Context: an optimization exercise on an open-source flow, tuned for small area and a short achievable clock period. The choices shown serve that exercise and are no tape-out recipe. Only simulation tests tie the RTL to the original design; equivalence was not proved. Power is estimated from default activity; no workload was simulated.

**flow/run.sh**
```bash
#!/bin/bash
# synth_recipe.tcl (not shown) runs the flow's synth.tcl, then flattens the netlist and writes it again
# the make line also repeats each setting of config.mk as NAME=value (left out here)
make -C /OpenROAD-flow-scripts/flow DESIGN_CONFIG=/design/flow/config.mk WORK_HOME=/design/flow/orfs CLKGATE_MAP_FILE= SYNTH_SCRIPT=/design/flow/synth_recipe.tcl finish
```
**flow/config.mk**
```make
export PLATFORM = sky130hd
export DESIGN_NAME = FLOAT_MUL
export DESIGN_NICKNAME = FLOAT_MUL
export VERILOG_FILES = /design/flow/design.v
export SDC_FILE = /design/flow/constraint.sdc
export NUM_CORES = 8
export LEC_CHECK = 0
export CAP_MARGIN = 20
export CORE_MARGIN = 2
export CORE_UTILIZATION = 40
export SLEW_MARGIN = 20
```
**flow/constraint.sdc**
```tcl
create_clock -name core_clock -period 8.0 [get_ports {clk}]
set_input_delay 1.6000 -clock core_clock [delete_from_list [all_inputs] [get_ports {clk}]]
set_output_delay 1.6000 -clock core_clock [all_outputs]
set_load 0.01 [all_outputs]
```
**flow/design.v**
```verilog
module FLOAT_MUL (
    input [(BIT-1):0] num1,
    input [(BIT-1):0] num2,
    input clk,
    input rstn,
    output [(BIT-1):0] result,
    input valid,
    output ready
);
localparam BIT = 64;
localparam BIAS = 1023;
localparam EXPONENT_LEN = 11;
localparam MANTISSA_LEN = 52;
reg [(BIT-1):0]pip0_num1;
reg [(BIT-1):0]pip0_num2;
reg pip0_valid;
always @(posedge clk or negedge rstn) begin
  if (!rstn) begin
    pip0_num1 <= 0;
    pip0_num2 <= 0;
    pip0_valid <= 0;
  end else begin
    pip0_num1 <= num1;
    pip0_num2 <= num2;
    pip0_valid <= valid;
  end
end
reg pip1_sign1;
reg pip1_sign2;
reg pip1_valid;
reg [(EXPONENT_LEN-1):0] pip1_exponent1;
reg [(EXPONENT_LEN-1):0] pip1_exponent2;
reg pip1_zero;
wire zero;
wire num1_zero;
wire num2_zero;
wire check_denor1;
wire check_denor2;
always @(posedge clk or negedge rstn) begin
    if (!rstn) begin
      pip1_sign1 <= 0;
      pip1_sign2 <= 0;
      pip1_valid <= 0;
      pip1_exponent1 <= 0;
      pip1_exponent2 <= 0;
      pip1_zero <= 0;
    end else begin
      pip1_sign1 <= pip0_num1[63];
      pip1_sign2 <= pip0_num2[63];
      pip1_valid <= pip0_valid;
      if (check_denor1) begin    
        pip1_exponent1 <= 11'd1;  
      end else begin
        pip1_exponent1 <= pip0_num1[62:52];
      end
      if (check_denor2) begin    
        pip1_exponent2 <= 11'd1;   
      end else begin
        pip1_exponent2 <= pip0_num2[62:52];
      end
      pip1_zero <= zero;
    end
end
assign zero = (num1_zero | num2_zero);  
assign num1_zero = ~(|pip0_num1[62:0]);  
assign num2_zero = ~(|pip0_num2[62:0]);  
assign check_denor1 = ~(|pip0_num1[62:52]);  
assign check_denor2 = ~(|pip0_num2[62:52]);  
reg [(MANTISSA_LEN):0] pip1_mantissa1 [(MANTISSA_LEN):0];
reg [(MANTISSA_LEN):0] pip1_mantissa2;
integer i;
always @(posedge clk or negedge rstn) begin
    if (!rstn) begin
      for (i = 0; i < 53; i=i+1) begin
        pip1_mantissa1[i][(MANTISSA_LEN):0] <= 0;
      end
      pip1_mantissa2[(MANTISSA_LEN):0] <= 0;
    end else begin
      for (i = 0; i <= 52; i=i+1) begin  
        if (check_denor1) begin
          pip1_mantissa1[i][(MANTISSA_LEN):0] <= {1'b0, pip0_num1[51:0]};
        end else begin
          pip1_mantissa1[i][(MANTISSA_LEN):0] <= {1'b1, pip0_num1[51:0]};
        end
      end
      if (check_denor2) begin
        pip1_mantissa2[(MANTISSA_LEN):0] <= {1'b0, pip0_num2[51:0]};
      end else begin
        pip1_mantissa2[(MANTISSA_LEN):0] <= {1'b1, pip0_num2[51:0]};
      end
    end
end
reg pip2_sign;
reg pip2_valid;
reg [(EXPONENT_LEN):0] pip2_exponent;
reg pip2_zero;
always @(posedge clk or negedge rstn) begin
    if (!rstn) begin
      pip2_sign <= 0;
      pip2_exponent <= 0;
      pip2_zero <= 0;
      pip2_valid <= 0;
    end else begin
      pip2_sign <= pip1_sign1 ^ pip1_sign2;
      pip2_exponent <= pip1_exponent1 + pip1_exponent2;
      pip2_zero <= pip1_zero;
      pip2_valid <= pip1_valid;
    end
end
reg [(MANTISSA_LEN):0] pip2_mantissa [(MANTISSA_LEN):0];
always @(posedge clk or negedge rstn) begin
    if (!rstn) begin
      for (i = 0; i < 53; i++) begin
        pip2_mantissa [i][(MANTISSA_LEN):0] <= 0;
      end 
    end else begin
      for (i = 0; i < 53; i++) begin
        pip2_mantissa [i][(MANTISSA_LEN):0] <= pip1_mantissa1[i] & {53{pip1_mantissa2[i]}};
      end
    end
end
reg pip3_sign;
reg pip3_valid;
reg [(EXPONENT_LEN):0]pip3_exponent;
always @(posedge clk or negedge rstn) begin
    if (!rstn) begin
      pip3_sign <= 0;
      pip3_exponent <= 0;
      pip3_valid <= 0;
    end else begin
      pip3_valid <= pip2_valid;
      if (pip2_zero) begin
        pip3_exponent <= 0;
        pip3_sign <= 0;
      end else begin
        pip3_exponent <= pip2_exponent - BIAS;
        pip3_sign <= pip2_sign;
      end
    end
end
reg [(MANTISSA_LEN+2):0]pip3_mantissa[(MANTISSA_LEN/2):0];
always @(posedge clk or negedge rstn) begin
    if (!rstn) begin
      for (i = 0; i <= (MANTISSA_LEN/2); i++) begin
        pip3_mantissa[i] <= 0;
      end
    end else begin
      for (i = 0; i < (MANTISSA_LEN/2); i++) begin
        pip3_mantissa[i] <= pip2_mantissa[2*i] + {pip2_mantissa[2*i+1], 1'b0};
      end
      pip3_mantissa[(MANTISSA_LEN/2)] <= pip2_mantissa[MANTISSA_LEN];
    end
end 
reg pip4_sign;
reg pip4_valid;
reg [(EXPONENT_LEN):0]pip4_exponent;
reg [(MANTISSA_LEN + 4):0]pip4_mantissa[(MANTISSA_LEN/4):0];
always @(posedge clk or negedge rstn) begin
    if (!rstn) begin
      pip4_sign <= 0;
      pip4_valid <= 0;
      pip4_exponent <= 0;
      for (i = 0; i <= (MANTISSA_LEN/4); i++) begin
        pip4_mantissa[i] <= 0;
      end
    end else begin
      pip4_sign <= pip3_sign;
      pip4_valid <= pip3_valid;
      pip4_exponent <= pip3_exponent;
      for (i = 0; i < (MANTISSA_LEN/4); i++) begin
        pip4_mantissa[i] <= pip3_mantissa[2*i] + {pip3_mantissa[2*i+1], 2'b00};
      end
      pip4_mantissa[(MANTISSA_LEN/4)] <= pip3_mantissa[(MANTISSA_LEN/2)];
    end
end
reg pip5_sign;
reg pip5_valid;
reg [(EXPONENT_LEN):0]pip5_exponent;
reg [(MANTISSA_LEN+8):0]pip5_mantissa[7:0];
always @(posedge clk or negedge rstn) begin
    if (!rstn) begin
      pip5_sign <= 0;
      pip5_valid <= 0;
      pip5_exponent <= 0;
      for (i = 0; i <= 7; i++) begin
        pip5_mantissa[i] <= 0;
      end
    end else begin
      pip5_sign <= pip4_sign;
      pip5_valid <= pip4_valid;
      pip5_exponent <= pip4_exponent;
      for (i = 0; i <= 5; i++) begin
        pip5_mantissa[i] <= pip4_mantissa[2*i] + {pip4_mantissa[2*i+1], 4'b0000};
      end
      pip5_mantissa[6] <= pip4_mantissa[(MANTISSA_LEN/4)-1];
      pip5_mantissa[7] <= pip4_mantissa[(MANTISSA_LEN/4)];
    end
end
reg pip6_sign;
reg pip6_valid;
reg [(EXPONENT_LEN):0]pip6_exponent;
reg [(MANTISSA_LEN+16):0]pip6_mantissa[4:0];
always @(posedge clk or negedge rstn) begin
    if (!rstn) begin
      pip6_sign <= 0;
      pip6_valid <= 0;
      pip6_exponent <= 0;
      for (i = 0; i <= 4; i++) begin
        pip6_mantissa[i] <= 0;
      end
    end else begin
      pip6_sign <= pip5_sign;
      pip6_valid <= pip5_valid;
      pip6_exponent <= pip5_exponent;
      for (i = 0; i <= 2; i++) begin
        pip6_mantissa[i] <= pip5_mantissa[2*i] + {pip5_mantissa[2*i+1], 8'h00};
      end
      pip6_mantissa[3] <= pip5_mantissa[6];
      pip6_mantissa[4] <= pip5_mantissa[7];
    end
end
reg pip7_sign;
reg pip7_valid;
reg [(EXPONENT_LEN):0]pip7_exponent;
reg [(MANTISSA_LEN+32):0]pip7_mantissa[3:0];
always @(posedge clk or negedge rstn) begin
    if (!rstn) begin
      pip7_sign <= 0;
      pip7_valid <= 0;
      pip7_exponent <= 0;
      for (i = 0; i <= 3; i++) begin
        pip7_mantissa[i] <= 0;
      end
    end else begin
      pip7_sign <= pip6_sign;
      pip7_valid <= pip6_valid;
      pip7_exponent <= pip6_exponent;
      pip7_mantissa[0] <= pip6_mantissa[0] + {pip6_mantissa[1], 16'h0000};
      pip7_mantissa[1] <= pip6_mantissa[2];
      pip7_mantissa[2] <= pip6_mantissa[3];
      pip7_mantissa[3] <= pip6_mantissa[4];
    end
end
reg pip8_sign;
reg pip8_valid;
reg [(EXPONENT_LEN):0]pip8_exponent;
reg [31:0] pip8_A_remain;
reg [3:0] pip8_C_remain;
reg [53:0]pip8_w;  
reg [16:0]pip8_x;  
reg [16:0]pip8_y;  
reg [37:0]pip8_z;  
always @(posedge clk or negedge rstn) begin
    if (!rstn) begin
      pip8_sign <= 0;
      pip8_valid <= 0;
      pip8_exponent <= 0;
      pip8_A_remain <= 0;
      pip8_C_remain <= 0;
      pip8_w <= 0;
      pip8_x <= 0;
      pip8_y <= 0;
      pip8_z <= 0;
    end else begin
      pip8_sign <= pip7_sign;
      pip8_valid <= pip7_valid;
      pip8_exponent <= pip7_exponent;
      pip8_A_remain <= pip7_mantissa[0][31:0];
      pip8_C_remain <= pip7_mantissa[2][3:0];
      pip8_w <= pip7_mantissa[0][84:48] + pip7_mantissa[1][68:16];
      pip8_x <= pip7_mantissa[0][47:32] + pip7_mantissa[1][15:0];
      pip8_y <= pip7_mantissa[2][56:41] + pip7_mantissa[3][52:37];
      pip8_z <= pip7_mantissa[2][40:4] + pip7_mantissa[3][36:0];
    end
end
reg pip9_sign;
reg pip9_valid;
reg [(EXPONENT_LEN):0]pip9_exponent;
reg [101:0]pip9_AB;
reg [57:0]pip9_CD;
wire [53:0]pip9_w;
wire [16:0]pip9_y;
assign pip9_w = pip8_w + pip8_x[16]; 
assign pip9_y = pip8_y + pip8_z[37]; 
always @(posedge clk or negedge rstn) begin
    if (!rstn) begin
      pip9_sign <= 0;
      pip9_valid <= 0;
      pip9_exponent <= 0;
      pip9_AB <= 0;
      pip9_CD <= 0;
    end else begin
      pip9_sign <= pip8_sign;
      pip9_valid <= pip8_valid;
      pip9_exponent <= pip8_exponent;
      pip9_AB <= {pip9_w, pip8_x[15:0], pip8_A_remain};
      pip9_CD <= {pip9_y, pip8_z[36:0], pip8_C_remain};
    end
end
reg pip10_sign;
reg pip10_valid;
reg [(EXPONENT_LEN):0]pip10_exponent;
reg [47:0]pip10_AB_remain;
reg [31:0]pip10_n;  
reg [27:0]pip10_m;  
always @(posedge clk or negedge rstn) begin
    if (!rstn) begin
      pip10_sign <= 0;
      pip10_valid <= 0;
      pip10_exponent <= 0;
      pip10_AB_remain <= 0;
      pip10_n <= 0;
      pip10_m <= 0;
    end else begin
      pip10_sign <= pip9_sign;
      pip10_valid <= pip9_valid;
      pip10_exponent <= pip9_exponent;
      pip10_AB_remain <= pip9_AB[47:0];
      pip10_n <= pip9_AB[78:48] + pip9_CD[30:0];
      pip10_m <= pip9_AB[101:79] + pip9_CD[57:31];
    end
end
reg pip11_sign;
reg pip11_valid;
reg [(EXPONENT_LEN):0]pip11_exponent;
wire [26:0]pip11_mn; 
reg [105:0]pip11_mantissa;
assign pip11_mn = pip10_m + pip10_n[31];
always @(posedge clk or negedge rstn) begin
    if (!rstn) begin
      pip11_sign <= 0;
      pip11_valid <= 0;
      pip11_exponent <= 0;
      pip11_mantissa <= 0;
    end else begin
      pip11_sign <= pip10_sign;
      pip11_valid <= pip10_valid;
      pip11_exponent <= pip10_exponent;
      pip11_mantissa <= {pip11_mn, pip10_n[30:0], pip10_AB_remain};
    end
end 
reg pip12_sign;
reg pip12_valid;
reg [(EXPONENT_LEN-1):0]pip12_exponent;
reg [105:0]pip12_mantissa;
always @(posedge clk or negedge rstn) begin
    if (!rstn) begin
      pip12_sign <= 0;
      pip12_valid <= 0;
      pip12_exponent <= 0;
      pip12_mantissa <= 0;
    end else begin
      pip12_sign <= pip11_sign;
      pip12_valid <= pip11_valid;
      if (pip11_mantissa[105] == 1'b1) begin  
        pip12_exponent <= pip11_exponent + 1'b1;
        pip12_mantissa <= pip11_mantissa >> 1;  
      end else begin
        pip12_exponent <= pip11_exponent;
        pip12_mantissa <= pip11_mantissa;
      end
    end
end
reg pip13_sign;
reg pip13_valid;
assign ready = pip13_valid;
reg [(EXPONENT_LEN-1):0]pip13_exponent;
reg [(MANTISSA_LEN-1):0]pip13_mantissa;
wire LSB = pip12_mantissa[52];
wire Guard = pip12_mantissa[51];
wire Round = pip12_mantissa[50];
wire Sticky = |pip12_mantissa[49:0];
wire round_up = Guard & (Round | Sticky | LSB);
always @(posedge clk or negedge rstn) begin
  if (!rstn) begin
    pip13_sign <= 0;
    pip13_valid <= 0;
    pip13_exponent <= 0;
    pip13_mantissa <= 0;
  end else begin
    pip13_sign <= pip12_sign;
    pip13_valid <= pip12_valid;
    pip13_exponent <= pip12_exponent;
    if (round_up) begin
      pip13_mantissa <= pip12_mantissa[103:52] + 1;
      if (&pip12_mantissa[103:52]) begin  
        pip13_exponent <= pip12_exponent + 1'b1;
      end
    end else begin
      pip13_mantissa <= pip12_mantissa[103:52];
    end
  end
end
assign result = {pip13_sign, pip13_exponent, pip13_mantissa};
endmodule  
```
==> results.toml <==
[floorplanning]
dieHeight_um = 937.0
die_width_um = 937.0
row_count = 342
dieArea_um2 = 878000
coreArea_um2 = 867400
initial_core_util = 0.4014
ios = 196

[timing]
max_slew_margin = 0.2001
clock_skew_ns = 0.09701
fin_tns_setup_ns = 0
slew_violations = 0
fin_crit_ns = 5.055
tightestPinTransition_ns = 1.200
hold_viol = 0
rsz0062_at_grt = "false"
fmax_mhz = 197.8
whs_ns = 0.3077
setup_viol = 0
min_period_over_period = 0.6319

[final_layout]
drive_above_1_share = 0.05992
final_area_um2 = 390600
multi_input_area_um2 = 159800
ff_latch_area_um2 = 181700
fill_cells = 79360
final_nets = 34540
syn_to_final_growth_pct = 12.19

[worst_setup_path]
cp_max_fo = 4
worstSetupEndpointType = "register"
cp_data_arrival_time_ns = 6.12
cp-start-kind = "register"
crit_required_ns = 9.07
crit_type = "reg2reg"

[hold_path]
min_path_type = "reg2reg"

[clock_network]
cts.reportedPaths.clkPinSlew_ns = 0.06
clockRootBuffer = "clkbuf_16"
clockBufferDepth = 4
clock_latency_ns = 1.23
post_cts_buffers = 0
cts_sinks = 7252
cts.repair.resized = 0
cts_hold_buf = 0
htreeDepth = 6
cts_tree = "yes"
cts_buffers = 771

[power_and_ir_drop]
power_density_nw_per_um2 = 359.2
peakVddDrop_uv = 303.0
p_leak_uw = 0.1862
p_total_uw = 140300

[synthesis]
yosys_most_used_dff = "dfrtp_1"
synthesis.nets = 34520
syn_area_per_cell_um2 = 11.03
syn_inst = 31580
yosysUniqueCellTypes = 122
netlist_area_um2 = 348200
async_reset_ff_frac = 1.000
yosys_warnings = 8
synth_edf_count = 0
ys_ff_latch = 7252
ys_seq_area_frac = 0.5212

[place]
port_buffers = 195
place_area_um2 = 362700
gp_congestion = 0.9389
hpwlAfterDp_um = 712100

[global_route]
grt_pass1_wl_um = 1486000
globalRoute.totalOverflow = 0
grt_max_degree = 179
grt.total_usage = 0.2202
grt_pass1_vias = 236400
antenna_found_initial = 161

[routing]
firstDrtPassIters = 8
wl_per_cell_um = 22.42
via_count = 236800
initialDrtViolationCount = 19910
drc = 0
routed_wl_um = 983700
ant_nets = 0
viasPerCell = 5.397

[status]
status = "timing/DRC/antenna clean"

[flow_run]
drv_cap = 0
routing by layer:
| metal | up-vias | global-route usage | share of wire |
|---|---|---|---|
| li1 | 110800 | - | - |
| met5 | - | 0 | 0.000042 |
| met2 | 6617 | 0.3485 | 0.45 |
| met3 | 1469 | 0.03083 | 0.058 |
| met1 | 117800 | 0.3091 | 0.45 |
| met4 | 6 | 0.08146 | 0.042 |
where the power goes:
group,switching (uW),internal [uW],total [uW]
clock,15500,22700,38200
sequential,5280,45200,50500
combinational,32100,19600,51600
total,52900,87400,140000
registers in the layout (all words and copies together), names as in the netlist, 102 cells and up:
signal / cells
pip11_mantissa: 106
pip12_mantissa: 104
pip2_mantissa: 2809
pip3_mantissa: 1483
pip4_mantissa: 794
pip5_mantissa: 476
pip6_mantissa: 317
pip7_mantissa: 264
pip9_AB: 102
path summary, 6_finish.rpt:
check / startpoint / endpoint / slack, ns / cells past startpoint
hold / removal: pip4_mantissa[12][0] / pip5_mantissa[6][0] / 0.31 / 0
setup / recovery: pip2_mantissa[26][2] / pip3_mantissa[13][46] / 2.94 / 14
min in group asynchronous: rstn / pip2_mantissa[1][28] / 0.46 / 1
setup reg to reg: pip2_mantissa[26][2] / pip3_mantissa[13][46] / 2.94 / 14
max in group asynchronous: rstn / pip10_exponent[8] / 5.28 / 3
hold reg to reg: pip4_mantissa[12][0] / pip5_mantissa[6][0] / 0.31 / 0
critical path, cell delays in order, from the launching register on:
cell and delay, ns:
dfrtp_1 0.41, ha_1 0.32, a21o_1 0.22, a41oi_1 0.21, o21ai_0 0.26, o311ai_0 0.94
a211oi_1 0.20, nor3_1 0.48, o21ai_1 0.27, a21o_1 0.25, a21oi_1 0.36, a2111oi_0 0.26
or2_2 0.36, a21boi_0 0.22, xnor2_1 0.14
placed cells by master, fill, tap and decap left out, drive strengths merged, types with 249 or more instances in the layout:
| master | n |
|---|---|
| a21o | 1739 |
| a21oi | 2767 |
| a31oi | 280 |
| and2 | 2960 |
| and3 | 273 |
| clkbuf | 1051 |
| dfrtp | 7252 |
| ha | 2751 |
| inv | 708 |
| nand2 | 1565 |
| nand2b | 288 |
| nand3 | 572 |
| nand4 | 593 |
| nor2 | 1226 |
| nor2b | 324 |
| nor3 | 249 |
| o21a | 269 |
| o21ai | 1408 |
| o21bai | 452 |
| xnor2 | 1840 |
| xor2 | 1007 |
Yosys cell counts, types with 208 or more instances:
cell type / count / area [um^2]
inv_1: 680 / 2552
o21a_1: 268 / 2012
a31oi_1: 277 / 1733
o21ai_0: 1323 / 6621
nor2b_1: 324 / 2027
a21o_1: 1737 / 13040
o21bai_1: 452 / 3393
a21oi_1: 2762 / 13820
xnor2_1: 1840 / 16120
dfrtp_1: 7252 / 181500
nand3_1: 571 / 2858
nand4_1: 592 / 3704
nor3_1: 246 / 1231
nor2_1: 1226 / 4602
nand2_1: 1565 / 5874
ha_1: 2751 / 34420
nand2b_1: 288 / 1802
a211oi_1: 208 / 1562
and2_1: 2958 / 18510
and3_1: 270 / 1689
xor2_1: 1007 / 8820
clkbuf_1: 1162 / 4362
through the flow:
step	utilization	worst slack, ns	std cells
4_1_cts	0.4500	3.021	43760
3_5_place_dp	0.4182	3.166	42350
2_1_floorplan	-	4.299	31580
3_3_place_gp	0.4181	3.036	42340
5_1_grt	0.4501	2.766	43790
6_report	0.4504	2.945	43870
cell families (layout without fill, tap and decap cells):
| family | after synthesis | after routing | synth area share |
|---|---|---|---|
| AO/OA/AOI/OAI | 8244 | 8244 | 0.1513 |
| XOR/XNOR | 2847 | 2847 | 0.07161 |
| adder cells (fa/ha/maj) | 2807 | 2807 | 0.1021 |
| buffers and inverters | 1875 | 2534 | 0.02035 |
| flip-flops | 7252 | 7252 | 0.5212 |
| multiplexers | 106 | 106 | 0.003428 |
| other | 0 | 104 | 0 |
| AND/OR/NAND/NOR | 8451 | 8451 | 0.1301 |
final cells by class:
cell class,count,area share
multi-input combinational,22460,0.4090
clock buffer,1051,0.05604
inverter,680,0.006534
antenna,104,0.0006662
timing repair buffer,437,0.01107
tap,11520,0.03691
clock inverter,366,0.01464
sequential,7252,0.4651

==> re-timing with driven ports <==
The flow's constraints put no driver on any port. The routed layout listed below was extracted and timed again, unchanged, in two steps.
Step 1 assumes that a clkbuf_16 drives the clock port and a buf_2 every other input.
Step 2, shift: input delay + t, output delay - t, t = (earliest + latest rising clock arrival at the registers) / 2. This alone moves slack from input paths to output paths.
Slacks: no drivers / after step 1 / after step 2; pairs: no drivers / after step 1.
shift t [ns]: 1.308
setup slack, ns: 2.945 / 2.945 / 2.945
slew at the worst register clock pin (ns): 0.07 / 0.07
After both steps this run still meets setup and hold. The setup slack of this run moves by 0.000 ns with the drivers and by 0.000 ns with both steps.
